This design comes from an exercise in tuning for small area, a short achievable clock period and few clock cycles per item on the open sky130 flow, not from production work.
Function was checked by simulation only, so behaviour that the tests miss may differ from the original.

Design Polygon, start of the top module:
module Polygon #(
    parameter HALF_EYE_ANGLE = 520
)
(
    input clk,
    input rst_n,
    output reg oReadReq,
    input iRAMBusy,
    output [19:0] oRAMAddr,
    input  [15:0] iRAMData,
    input [19:0] iRAMPointCount,
    output [13:0] oAddr,
    input signed [15:0] iMemData,
    input [13:0] iPointCount,
    input signed [15:0] iAlpha, iBeta, iGamma,
    input iUseRAM,
    input i3D,
    input iStart,
    output oFinish,
    input iLineDrawRead,
    output signed [15:0] oU1, oU2, oV1, oV2,
    output oPointValid,
    output oIsRed
);
export LEC_CHECK = 0
export CAP_MARGIN = 20
export CORE_MARGIN = 2
export CORE_UTILIZATION = 40
export SLEW_MARGIN = 20
create_clock -name core_clock -period 12.0 [get_ports {clk}]
standard.sh (not shown) runs the stock make flow with config.mk's settings and CLKGATE_MAP_FILE= SYNTH_SCRIPT=/design/flow/synth_recipe.tcl, a recipe that flattens the netlist after the stock synthesis.
==> flow/flow/run.sh <==
#!/bin/bash
set -euo pipefail
bash standard.sh SETUP_SLACK_MARGIN=8 finish > standard_flow.log 2>&1
Testbench counts at the start, summed over its fixed seeds: cycles 198,205, lines 3,390.
Then changed:
==> flow/run.sh (new file) <==
#!/bin/bash
# synth_recipe.tcl (not shown) runs the flow's synth.tcl, then flattens the netlist and writes it again
# the make line also repeats each setting of config.mk as NAME=value (left out here)
make -C /OpenROAD-flow-scripts/flow DESIGN_CONFIG=/design/flow/config.mk WORK_HOME=/design/flow/orfs CLKGATE_MAP_FILE= SYNTH_SCRIPT=/design/flow/synth_recipe.tcl finish
removed: flow/flow/run.sh
removed: flow/standard.sh
Setup slack is worse by 0.97 ns.
Fmax drops by about 18%.
Wire length drops by 8.4%.
Final area came out lower by about 8%.
Clock-buffer cell count shrinks by 7.
Cell count falls by about 4%.

* * *

Polygon, a different RTL version from the one above (not shown whole).
Size in the first run: about 3700 cells after synthesis, about 720 flip-flops, roughly 220 I/O pins.
export LEC_CHECK = 0
export CAP_MARGIN = 20
export CORE_MARGIN = 2
export CORE_UTILIZATION = 40
export SLEW_MARGIN = 20
create_clock -name core_clock -period 12.0 [get_ports {clk}]
==> flow/flow/run.sh <==
#!/bin/bash
set -euo pipefail
bash standard.sh SETUP_SLACK_MARGIN=9 finish > standard_flow.log 2>&1
Testbench counts at the start, summed over its fixed seeds: cycles 198,397, lines 3,390.
Change:
==> flow/flow/run.sh (replaced) <==
#!/bin/bash
set -euo pipefail
bash standard.sh SETUP_SLACK_MARGIN=8 finish > standard_flow.log 2>&1
After rerunning:
- The changed run finished clean
- global-route usage shrinks by 0.44 points
- design area shrinks by 4.8%
- critical path depth does not change
- fmax grows by 0.30%
- routed wire length shrinks by 3.5%
- utilization shrinks by 2.5 points

* * *

Polygon, a different RTL version from the one above (not shown whole).
Size: about 3900 cells after synthesis, roughly 0.042 mm^2 of cells after synthesis.
clock: 12.0 ns
lec_check: 0
cap_margin: 20
core_margin: 2
core_utilization: 40
slew_margin: 20
==> flow/flow/run.sh <==
#!/bin/bash
set -euo pipefail
bash standard.sh SETUP_SLACK_MARGIN=8 finish > standard_flow.log 2>&1
Testbench counts at the start, summed over its fixed seeds: cycles 186,817, lines 3,390.
Edit:
- TNS_END_PERCENT: unset -> 5
=> Worst setup slack is worse by 0.15 ns; maximum frequency shrinks by about 3.5%; global-route usage hardly moves; hold slack got worse by 0.0070 ns; routed wire length falls by 0.89%; clock-buffer cell count stays the same.
Edit:
- CTS_BUF_LIST: unset -> sky130_fd_sc_hd__clkbuf_8
- CTS_CLUSTER_SIZE: unset -> 30
- TNS_END_PERCENT: 5 -> unset
Core utilization goes up by 0.31 points. Setup slack gains 0.21 ns. Die area is unchanged. First-iteration DRC count goes down by 10%. Final cell count goes up by 2.2%. Fmax goes up by 5.1%. Hold slack hardly moves. Register-to-register slack gains 0.21 ns.

* * *

Setup of main:
Another version of the RTL of Polygon (not shown whole).
For scale: roughly 6700 cells after synthesis, roughly 1300 flip-flops, ~220 I/O pins, about 0.071 mm^2 of cells after synthesis.
Settings: LEC_CHECK=0, CAP_MARGIN=20, CORE_MARGIN=2, CORE_UTILIZATION=55, PLACE_DENSITY=0.7, SLEW_MARGIN=20; clock period 12.0 ns.
Scripts as last shown in full above: flow/flow/run.sh
Testbench counts of main, summed over its fixed seeds: cycles 103,731, lines 3,390.
Setup changes, main to the feature branch
- CORE_UTILIZATION changed from 55 to 40
- PLACE_DENSITY removed (was 0.7)
## What came out
Clock skew ended up 23 ps higher on the feature branch than on main.
Going from main to the feature branch, the share of cell area taken by multi-input logic gates was found to have gone down by 0.72 points.
Higher synthesis-to-finish area growth goes to the feature branch over main.
Summary of the feature branch over main: final critical-path share of the clock period lost 0.94 points, final standard cell area without fillers up 0.0014 mm^2.

* * *

Polygon, a different RTL version from the one above (not shown whole).
For scale: ~6500 cells after synthesis, ~1100 flip-flops, roughly 220 I/O pins, ~68000 sq um of cells after synthesis.
clock: 12.0 ns
lec_check: 0
cap_margin: 20
core_margin: 2
core_utilization: 40
slew_margin: 20
==> flow/flow/run.sh <==
#!/bin/bash
set -euo pipefail
bash standard.sh SETUP_SLACK_MARGIN=7.7 finish > standard_flow.log 2>&1
Testbench counts at the start, summed over its fixed seeds: cycles 101,203, lines 3,390.
Next try:
==> flow/flow/run.sh (replaced) <==
#!/bin/bash
set -euo pipefail
bash standard.sh SETUP_SLACK_MARGIN=8 finish > standard_flow.log 2>&1
After rerunning: The new run finished clean. Flip-flop and latch count is unchanged. Via count grows slightly. Maximum frequency came out higher by a few percent. Design area increases slightly. First-iteration DRC count increases by a little under a tenth. Non-clock buffer count rose by 81. Global-route usage came out higher by 0.34 points.

==> static timing again, ports no longer ideal <==
The results above use ideal ports. As a check the final layouts listed here were re-extracted and re-timed, cells and wires unchanged.
Step 1: set_driving_cell puts a clkbuf_16 on clk and a buf_2 on each other input, an assumption about the parent block.
Step 2 moves the port delays by t, midway between the first and last clock arrival at a register: inputs arrive t later, outputs are due t later. That takes back most of the time a late clock gives input paths.
Three values: ideal, step 1, step 2; two values: the first two.
| run | shift t [ns] | setup WS [ns] | latest minus earliest clock arrival (ns) |
|---|---|---|---|
| the first run of note 1 | 0.702 | 7.511 / 7.511 / 7.475 | 0.018 / 0.019 |
| the second run of note 1 | 0.695 | 6.539 / 6.539 / 6.539 | 0.028 / 0.027 |
| the first run of note 2 | 0.690 | 7.727 / 7.727 / 7.727 | 0.044 / 0.044 |
| the second run of note 2 | 0.704 | 7.740 / 7.740 / 7.479 | 0.037 / 0.036 |
| the first run of note 3 | 0.690 | 7.799 / 7.799 / 7.444 | 0.025 / 0.025 |
| the second run of note 3 | 0.703 | 7.648 / 7.648 / 7.296 | 0.033 / 0.033 |
| the third run of note 3 | 0.825 | 7.861 / 7.861 / 7.472 | 0.039 / 0.039 |
| main | 0.853 | 7.488 / 7.488 / 7.221 | 0.041 / 0.041 |
| the feature branch | 0.883 | 7.601 / 7.601 / 7.393 | 0.062 / 0.062 |
| the first run of note 5 | 0.846 | 7.712 / 7.688 / 7.043 | 0.060 / 0.060 |
| the second run of note 5 | 0.857 | 7.932 / 7.915 / 7.363 | 0.051 / 0.051 |
After both steps setup and hold are still met in every run listed. For the first run of note 5, which loses most, drivers alone change the setup slack by -0.024 ns; drivers and shift together by -0.669 ns.
